Context: an optimization exercise on an open-source flow, tuned for small area and a short achievable clock period. The choices shown serve that exercise and are no tape-out recipe.
Where RTL was checked, it was by simulation tests only, not by an equivalence proof against the original.
Power and IR drop assume default switching activity.

==> flow/design.v (excerpt) <==
module mult_top(
    input clk,
    input  [15:0] x,
    input  [15:0] y,
    output [31:0] p_out
    );
    localparam M = 14;
    wire [36:0] cs;
    wire [12:0] oa;
    wire [11:0] pl;
    lobo_pre pre(.x(x), .y(y), .cs(cs), .oa(oa), .pl(pl));
    reg [36:0] C_vec;    
    reg [12:0] A_vec;    
    reg [11:0] L_vec;    
    always @(posedge clk)
    begin
        C_vec <= cs;
        A_vec <= oa;
        L_vec <= pl;
    end
    wire [M:0] lo;
    wire [19-M:0] hi;
    lobo_sum sum(.cs(C_vec), .oa(A_vec), .lo(lo), .hi(hi));
    reg [11+M:0] P_vec;   
    reg          K_vec;   
    reg [19-M:0] H_vec;   
    always @(posedge clk)
    begin
        P_vec <= {lo[M-1:0], L_vec};
        K_vec <= lo[M];
        H_vec <= hi;
    end
    assign p_out[11+M:0] = P_vec;
    lobo_inc inc(.hi(H_vec), .c(K_vec), .p(p_out[31:12+M]));
endmodule
Settings: LEC_CHECK=0, ABC_AREA=1, CAP_MARGIN=20, CORE_MARGIN=2, CORE_UTILIZATION=40, SETUP_SLACK_MARGIN=2.9, SLEW_MARGIN=20; clock period 5.2 ns.
standard.sh (not shown) runs the stock make flow with config.mk's settings and CLKGATE_MAP_FILE= SYNTH_SCRIPT=/design/flow/synth_recipe.tcl, a recipe that flattens the netlist after the stock synthesis.
==> flow/flow/run.sh <==
#!/bin/bash
# Standard layout, with the smallest buffer (buf_1) on every input and output
# port, and a clock tree of clkbuf_8 without dummy loads.
set -euo pipefail
export BUFFER_PORTS_ARGS="-buffer_cell sky130_fd_sc_hd__buf_1"
export CTS_ARGS="-sink_clustering_enable -repair_clock_nets -dont_use_dummy_load -buf_list sky130_fd_sc_hd__clkbuf_8"
bash standard.sh > standard.log 2>&1
The baseline produced a clean layout.
Next try:
Settings changed: SETUP_SLACK_MARGIN 2.9 to 2.7.
Result:
- The changed run completed with no timing, DRC or antenna violations
- area after synthesis is unchanged
- maximum frequency falls by 1.1%
- die area is unchanged
- cell count falls by 2.5%
- worst setup slack is worse by 0.027 ns
- wire length falls by 3.4%
- via count falls by 2.6%
- combinational power falls by about 7%
Function was not checked in any run of this note: the RTL went through the layout flow alone.

========
== run A ==
mult_top, a different RTL version from the one above (not shown whole).
Size in the first run: roughly 660 cells after synthesis, about 65 I/O pins.
==> flow/design.v (excerpt) <==
module mult_top(
    input clk,
    input  [15:0] x,
    input  [15:0] y,
    output [31:0] p_out
    );
==> flow/config.mk <==
export PLATFORM = sky130hd
export DESIGN_NAME = mult_top
export DESIGN_NICKNAME = mult_top
export VERILOG_FILES = /design/flow/design.v
export SDC_FILE = /design/flow/constraint.sdc
export NUM_CORES = 4
export LEC_CHECK = 0
export ABC_AREA = 1
export CAP_MARGIN = 20
export CORE_MARGIN = 2
export CORE_UTILIZATION = 40
export SETUP_SLACK_MARGIN = 2.0
export SLEW_MARGIN = 20
==> flow/constraint.sdc <==
create_clock -name core_clock -period 5.2 [get_ports {clk}]
set_input_delay 1.0400 -clock core_clock [delete_from_list [all_inputs] [get_ports {clk}]]
set_output_delay 1.0400 -clock core_clock [all_outputs]
set_load 0.01 [all_outputs]
Scripts as last shown in full above: flow/flow/run.sh
Setup changes, run A to run B
Settings: a change of SETUP_SLACK_MARGIN from 2.0 to 1.5.
## What came out
Run B finished every stage and its layout cleared the timing, DRC and antenna checks.
Critical path startpoint = S_vec[3]: run A; critical path startpoint = B_vec[4]: run B
The number of vias after detailed routing of run B was superior to that of run A.
Compared run B against run A; relative slew slack within noise.
In run B the met3 track demand over resource in global routing turned out 0.36 points higher than in run A.
From run A to run B the numbers moved as follows: share of final layout cell area taken by non-clock buffers has decreased; total power -about 8%.
Diff run A -> run B: critical path depth +1, worst endpoint required time ~0 delta, worst-case setup margin in the final layout -340 ps.
Comparing run A with run B, the area of the placeable core came out essentially unchanged.
## Diff of input files: run C against run B
Settings: SETUP_SLACK_MARGIN: 1.5 -> 2.4.
### Flow results
Run C vs run B — net count reported at finish rose about 4%. H_vec[6] as the destination of the critical timing path was reported by run C, and L_vec[21] by run B. The cell-internal power of run C was inferior to that of run B. Run C vs. run B: measured slew at the worst slew-check pin shows an increase of 26 ps, largest stage delay on the critical path shows no meaningful change, post-synthesis net count shows no meaningful change. Row clock buffer and inverter area fraction after layout: run C lower / run B higher. Compared with run B, run C shows total power of the final layout that has gone up by more than a quarter. Area after synthesis came out exactly the same in run B and run C. Multi-input gate share of total cell area came out higher on run C than on run B.

========
## job 101
mult_top, a different RTL version from the one above (not shown whole).
Size in the first run: about 650 cells after synthesis, about 65 I/O pins, roughly 5400 um2 of cells after synthesis.
==> flow/config.mk <==
export PLATFORM = sky130hd
export DESIGN_NAME = mult_top
export DESIGN_NICKNAME = mult_top
export VERILOG_FILES = /design/flow/design.v
export SDC_FILE = /design/flow/constraint.sdc
export NUM_CORES = 4
export LEC_CHECK = 0
export ABC_AREA = 1
export CAP_MARGIN = 20
export CORE_MARGIN = 2
export CORE_UTILIZATION = 55
export SETUP_SLACK_MARGIN = 2.7
export SLEW_MARGIN = 20
==> flow/constraint.sdc <==
create_clock -name core_clock -period 5.2 [get_ports {clk}]
set_input_delay 1.0400 -clock core_clock [delete_from_list [all_inputs] [get_ports {clk}]]
set_output_delay 1.0400 -clock core_clock [all_outputs]
set_load 0.01 [all_outputs]
Scripts as last shown in full above: flow/flow/run.sh
Job 101: no failed stages, no open violations at the end
> inputs changed (job 101 -> job 102)
-- flow/config.mk --
<<< job 101, line 11
export CORE_UTILIZATION = 55
>>> job 102, line 11
export CORE_UTILIZATION = 40
<<< job 101, line 14
>>> job 102, line 14
export TNS_END_PERCENT = 10
==> run summary <==
NOTE full die area job 101->job 102 increased by more than a quarter. Compared to job 101, job 102 has summed area of non-filler cells in the final layout about 1.4% lower. Job 102 has critical path depth below what job 101 had. Looking only at number of non-filler instances in the completed layout, and setting everything else aside, the higher value of job 102 and job 101 goes to job 102. Job 102: share of the core filled with cells in the final layout 18 points below job 101.
Inputs modified between job 102 and job 103:
-- flow/flow/run.sh --
<<< job 102, line 6
export CTS_ARGS="-sink_clustering_enable -repair_clock_nets -dont_use_dummy_load -buf_list sky130_fd_sc_hd__clkbuf_8"
>>> job 103, line 6
export CTS_ARGS="-sink_clustering_enable -repair_clock_nets -dont_use_dummy_load -buf_list sky130_fd_sc_hd__clkbuf_8 -sink_clustering_size 30 -sink_clustering_max_diameter 100"
-- flow/config.mk --
<<< job 102, line 14
export TNS_END_PERCENT = 10
>>> job 103, line 14
## What came out
Between job 103 and job 102, it is job 103 whose share of the clock period used by the worst path is lower, by 1.1 points. Reported for job 102 and job 103, count of maximum capacitance violations turned out identical to the last digit. Signal arrival time at the worst endpoint was higher in the run labelled job 102. The via count reported for job 103 is higher than the one for job 102. Relative to job 102, the post-cts sizing count of job 103 is higher by 3. Fraction of area in multi-input gates: job 102 and job 103 compared, higher one is job 102.
Relative to job 103, the following input files were edited for job 104:
-- flow/flow/run.sh --
<<< job 103, line 6
export CTS_ARGS="-sink_clustering_enable -repair_clock_nets -dont_use_dummy_load -buf_list sky130_fd_sc_hd__clkbuf_8 -sink_clustering_size 30 -sink_clustering_max_diameter 100"
>>> job 104, line 6
export CTS_ARGS="-sink_clustering_enable -repair_clock_nets -dont_use_dummy_load -buf_list sky130_fd_sc_hd__clkbuf_8"
-- flow/config.mk --
<<< job 103, line 12
export SETUP_SLACK_MARGIN = 2.7
>>> job 104, line 12
export SETUP_SLACK_MARGIN = 2.8
The run with more routed wire is job 104, not job 103.
Number of global-route vias before repair delta (job 103 -> job 104): insignificant
Summary — global-route wire length before repair, job 104 relative to job 103: higher, by 0.91%.
For job 105, these inputs were changed with respect to job 104:
-- flow/config.mk --
<<< job 104, line 12
export SETUP_SLACK_MARGIN = 2.8
>>> job 105, line 12
export PLACE_DENSITY = 0.45
export SETUP_SLACK_MARGIN = 2.7
Results
Diff job 104 -> job 105: count of routing violations after the opening detailed-route iteration moved down, fraction of layout cells with a size suffix above 1 moved down, detailed-route DRC error count has remained practically unchanged. Compared with job 104, job 105 shows a higher total half-perimeter wirelength after legalization and detailed placement. Job 104 → job 105: count of vias placed by the detailed router now sits lower; cell area now sits lower. Job 104 → job 105: clock network power share level; total met3 wirelength after detailed routing decreased by about 30% relative to the old numbers. The lower worst setup slack of job 105 and job 104 is in job 105. Between job 104 and job 105, the post-synthesis xor/xnor area fraction figures differ only marginally. Between job 104 and job 105, the placement-stage cell area does not differ in any meaningful way.

========
mult_top, a different RTL version from the one above (not shown whole).
For scale: ~700 cells after synthesis, about 94 flip-flops, about 65 I/O pins, about 5700 um^2 of cells after synthesis.
==> flow/config.mk <==
export PLATFORM = sky130hd
export DESIGN_NAME = mult_top
export DESIGN_NICKNAME = mult_top
export VERILOG_FILES = /design/flow/design.v
export SDC_FILE = /design/flow/constraint.sdc
export NUM_CORES = 4
export LEC_CHECK = 0
export ABC_AREA = 1
export CAP_MARGIN = 20
export CORE_MARGIN = 2
export CORE_UTILIZATION = 40
export SETUP_SLACK_MARGIN = 2.9
export SLEW_MARGIN = 20
==> flow/constraint.sdc <==
create_clock -name core_clock -period 5.2 [get_ports {clk}]
set_input_delay 1.0400 -clock core_clock [delete_from_list [all_inputs] [get_ports {clk}]]
set_output_delay 1.0400 -clock core_clock [all_outputs]
set_load 0.01 [all_outputs]
==> flow/flow/run.sh <==
#!/bin/bash
# Standard layout, with the smallest buffer (buf_1) on every input and output
# port, and a clock tree of clkbuf_8 without dummy loads.
set -euo pipefail
export BUFFER_PORTS_ARGS="-buffer_cell sky130_fd_sc_hd__buf_1"
export CTS_ARGS="-sink_clustering_enable -repair_clock_nets -dont_use_dummy_load -buf_list sky130_fd_sc_hd__clkbuf_8"
bash standard.sh > standard.log 2>&1
Next try:
- SETUP_SLACK_MARGIN: 2.9 -> 2.6
=> Total power is lower by a few percent. First-iteration DRC count goes up by a few percent. Synthesized area does not change. Global-route usage went down by 2.6 points. Routed wire length is lower by about a fifth. Setup slack gets worse by 0.15 ns. Synthesized cell count does not change. Sequential power barely changes. Final area fell by roughly a tenth. Clock power decreases slightly. Cell count is lower by a few percent.
Next try:
- SETUP_SLACK_MARGIN: 2.6 -> 2.7
The new run produced a clean layout.
Design area went up by 4.2%.
Wire length is higher by 9.4%.
Setup slack improves by 0.043 ns.
Final cell count increases by 1.8%.
Clock skew is about the same.

========
== P ==
mult_top, a different RTL version from the one above (not shown whole).
Size in the first run: ~630 cells after synthesis, about 75 flip-flops, roughly 4900 sq um of cells after synthesis.
export LEC_CHECK = 0
export ABC_AREA = 1
export CAP_MARGIN = 20
export CORE_MARGIN = 2
export CORE_UTILIZATION = 40
export SETUP_SLACK_MARGIN = 1.5
export SLEW_MARGIN = 20
create_clock -name core_clock -period 5.2 [get_ports {clk}]
==> flow/flow/run.sh <==
#!/bin/bash
# Standard layout, with the smallest buffer (buf_1) on every input and output port.
set -euo pipefail
export BUFFER_PORTS_ARGS="-buffer_cell sky130_fd_sc_hd__buf_1"
bash standard.sh > standard.log 2>&1
Every stage of the flow completed for P, and the final layout passed the timing, DRC and antenna checks.
For Q, these inputs were changed with respect to P:
==> flow/run.sh (new file) <==
#!/bin/bash
# synth_recipe.tcl (not shown) runs the flow's synth.tcl, then flattens the netlist and writes it again
# the make line also repeats each setting of config.mk as NAME=value (left out here)
make -C /OpenROAD-flow-scripts/flow DESIGN_CONFIG=/design/flow/config.mk WORK_HOME=/design/flow/orfs CLKGATE_MAP_FILE= SYNTH_SCRIPT=/design/flow/synth_recipe.tcl finish
removed: flow/flow/run.sh
removed: flow/standard.sh
## What came out
- P -> Q: sequential cell count delta 0, exact match
- Buffer share of cell area for Q is higher than for P.
- Sort P and Q by non-clock buffer count, descending, and P comes first.
- Re power: P and Q aren't equal, and the lower value belongs to P.
- Power attributed to sequential cells of P is on par with Q.
- Compared with P, in Q total number of vias went up 53; routed wire length shows an increase of 300 um; area growth from synthesis to final layout moved up.
- In Q relative to P, routed via count divided by cell count had gone up by a few percent.
- Compared with P, in Q global-route wire length before repair now sits higher; peak clock frequency supported by timing now sits lower.
No functional check of the RTL was part of any run of this note.

========
== amber ==
RTL: one of the versions met above, not the one the previous note started from.
Size in the first run: ~650 cells after synthesis, about 5400 µm² of cells after synthesis.
export LEC_CHECK = 0
export ABC_AREA = 1
export CAP_MARGIN = 20
export CORE_MARGIN = 2
export CORE_UTILIZATION = 40
export SETUP_SLACK_MARGIN = 2.65
export SLEW_MARGIN = 20
create_clock -name core_clock -period 5.2 [get_ports {clk}]
==> flow/flow/run.sh <==
#!/bin/bash
# Standard layout, with the smallest buffer (buf_1) on every input and output
# port, and a clock tree of clkbuf_8 without dummy loads.
set -euo pipefail
export BUFFER_PORTS_ARGS="-buffer_cell sky130_fd_sc_hd__buf_1"
export CTS_ARGS="-sink_clustering_enable -repair_clock_nets -dont_use_dummy_load -buf_list sky130_fd_sc_hd__clkbuf_8"
bash standard.sh > standard.log 2>&1
amber went all the way through synthesis, placement and routing and the layout is clean on timing, DRC and antenna.
Setup changes, amber to xenon
# amber
export LEC_CHECK = 0
export ABC_AREA = 1
export CAP_MARGIN = 20
export CORE_MARGIN = 2
export CORE_UTILIZATION = 40
export SETUP_SLACK_MARGIN = 2.65
export SLEW_MARGIN = 20
create_clock -name core_clock -period 5.2 [get_ports {clk}]
# xenon
export LEC_CHECK = 0
export ABC_AREA = 0
export CAP_MARGIN = 20
export CORE_MARGIN = 2
export CORE_UTILIZATION = 40
export SETUP_SLACK_MARGIN = 2.7
export SLEW_MARGIN = 20
create_clock -name core_clock -period 5.2 [get_ports {clk}]
--- outcome ---
The clock skew in xenon sits 5.8 ps above the value recorded for amber. Termination of the worst setup path: C_vec[21]$_DFF_P_ -> xenon, C_vec[11]$_DFF_P_ -> amber. Looking at end-of-flow core utilization, xenon sits 0.41 points above amber. Of the two values seen for most frequent standard cell in the layout excluding fill and tap cells, sky130_fd_sc_hd__dfxtp_1 was produced by xenon and sky130_fd_sc_hd__nand2_1 by amber. [diff] wire length reported by the detailed router, xenon relative to amber: regression.
The inputs of quartz differ from those of xenon as listed below.
# xenon
export LEC_CHECK = 0
export ABC_AREA = 0
export CAP_MARGIN = 20
export CORE_MARGIN = 2
export CORE_UTILIZATION = 40
export SETUP_SLACK_MARGIN = 2.7
export SLEW_MARGIN = 20
create_clock -name core_clock -period 5.2 [get_ports {clk}]
# quartz
export LEC_CHECK = 0
export ABC_AREA = 1
export CAP_MARGIN = 20
export CORE_MARGIN = 2
export CORE_UTILIZATION = 40
export SETUP_SLACK_MARGIN = 2.7
export SLEW_MARGIN = 20
create_clock -name core_clock -period 5.2 [get_ports {clk}]
==> flow/flow/run.sh <==
#!/bin/bash
# Standard layout, with the smallest buffer (buf_1) on every input and output
# port, and a clock tree of clkbuf_8 without dummy loads.
set -euo pipefail
export BUFFER_PORTS_ARGS="-buffer_cell sky130_fd_sc_hd__buf_1"
export CTS_ARGS="-sink_clustering_enable -repair_clock_nets -dont_use_dummy_load -buf_list {sky130_fd_sc_hd__clkbuf_4 sky130_fd_sc_hd__clkbuf_8}"
bash standard.sh > standard.log 2>&1
Results
[compare] base=xenon new=quartz: shortest period the worst path allows has decreased, measured slew at the worst slew-check pin has decreased, relative max-transition margin has increased, synthesis-to-layout area growth has decreased.
Most common cell after layout, fill and taps aside: sky130_fd_sc_hd__nand2_1 -> quartz, sky130_fd_sc_hd__dfxtp_1 -> xenon
Flip-flop and latch count: quartz vs xenon identical
## Diff of input files: umber against quartz
# quartz
export LEC_CHECK = 0
export ABC_AREA = 1
export CAP_MARGIN = 20
export CORE_MARGIN = 2
export CORE_UTILIZATION = 40
export SETUP_SLACK_MARGIN = 2.7
export SLEW_MARGIN = 20
create_clock -name core_clock -period 5.2 [get_ports {clk}]
# umber
export LEC_CHECK = 0
export ABC_AREA = 1
export CAP_MARGIN = 20
export CORE_MARGIN = 2
export CORE_UTILIZATION = 40
export PLACE_DENSITY = 0.75
export SETUP_SLACK_MARGIN = 2.7
export SLEW_MARGIN = 20
create_clock -name core_clock -period 5.2 [get_ports {clk}]
==> flow/flow/run.sh <==
#!/bin/bash
# Standard layout, with the smallest buffer (buf_1) on every input and output
# port, and a clock tree of clkbuf_8 without dummy loads.
set -euo pipefail
export BUFFER_PORTS_ARGS="-buffer_cell sky130_fd_sc_hd__buf_1"
export CTS_ARGS="-sink_clustering_enable -repair_clock_nets -dont_use_dummy_load -buf_list sky130_fd_sc_hd__clkbuf_8"
bash standard.sh > standard.log 2>&1
Notes after the runs:
- umber vs. quartz: critical path depth climbed 3, post-route minimum period went down 4.8 ps.
- When the final numbers for umber and quartz were put side by side, the highest fanout seen on the critical path turned out to be smaller in quartz.
- umber against quartz; area of combinational cells with multiple inputs is up by a few percent.
- quartz reports its start-to-end type of the worst setup path as flip-flop to primary output while umber reports input port to flip-flop.
- Via count: umber and quartz compared, higher one is quartz
- Delta (umber minus quartz): timing-limited maximum frequency held, clock insertion delay at the later pin of the skew report fell 20 ps.
- Final design instance area without fill (umber over quartz): increase, about 2.2%
Relative to umber, the following input files were edited for zinc:
# umber
export LEC_CHECK = 0
export ABC_AREA = 1
export CAP_MARGIN = 20
export CORE_MARGIN = 2
export CORE_UTILIZATION = 40
export PLACE_DENSITY = 0.75
export SETUP_SLACK_MARGIN = 2.7
export SLEW_MARGIN = 20
create_clock -name core_clock -period 5.2 [get_ports {clk}]
# zinc
export LEC_CHECK = 0
export ABC_AREA = 1
export CAP_MARGIN = 20
export CORE_MARGIN = 2
export CORE_UTILIZATION = 40
export SETUP_SLACK_MARGIN = 2.7
export SLEW_MARGIN = 20
create_clock -name core_clock -period 5.2 [get_ports {clk}]
## What came out
A path type of the worst setup path of input port to flip-flop is what umber shows, while flip-flop to primary output belongs to zinc.
The switching share of power on zinc is in line with that on umber.
Compared with umber, in zinc clock period minus final worst setup slack picked up an extra 4.8 ps, critical path depth lost 3, cell area lost about 2.1%.

re-timing with driven ports:
The flow's constraints put no driver on any port. The routed layouts listed below were extracted and timed again, unchanged, in two steps. Step 1, drivers: a clkbuf_16 drives clk and a buf_2 each remaining input, both assumed. Step 2 times the ports against the registers' clock, not the clock port: input delays grow and output delays shrink by t, the midpoint of the rising clock arrivals with the driver on. Three values: ideal ports, drivers, drivers and shift; two values: the first two.
run	t (ns)	setup WS [ns]	worst slew at a driven data input, ns	pins driven straight from the clock port
the first run of note 1	0.394	2.760 / 2.728 / 2.427	0.14	1
the second run of note 1	0.394	2.733 / 2.700 / 2.391	0.04	1
run A	0.377	2.161 / 2.161 / 2.161	0.03	1
run B	0.374	1.821 / 1.821 / 1.821	0.03	1
run C	0.391	2.081 / 2.081 / 2.081	0.04	1
job 101	0.380	2.745 / 2.726 / 2.351	0.05	1
job 102	0.400	2.711 / 2.725 / 2.325	0.06	1
job 103	0.404	2.768 / 2.735 / 2.368	0.05	1
job 104	0.407	2.760 / 2.724 / 2.377	0.09	1
job 105	0.409	2.741 / 2.729 / 2.349	0.05	1
the first run of note 4	0.404	2.800 / 2.793 / 2.388	0.05	1
the second run of note 4	0.380	2.648 / 2.659 / 2.279	0.04	1
the third run of note 4	0.391	2.690 / 2.704 / 2.313	0.05	1
P	0.373	1.731 / 1.731 / 1.731	0.04	1
Q	0.373	1.695 / 1.695 / 1.695	0.05	1
amber	0.395	2.652 / 2.665 / 2.270	0.05	1
xenon	0.399	2.623 / 2.567 / 2.168	0.14	1
quartz	0.404	2.768 / 2.735 / 2.368	0.05	1
umber	0.380	2.773 / 2.766 / 2.394	0.05	1
zinc	0.404	2.768 / 2.735 / 2.368	0.05	1
After both steps every run listed still meets setup and hold. For xenon, which loses most, drivers alone change the setup slack by -0.056 ns; drivers and shift together by -0.455 ns.
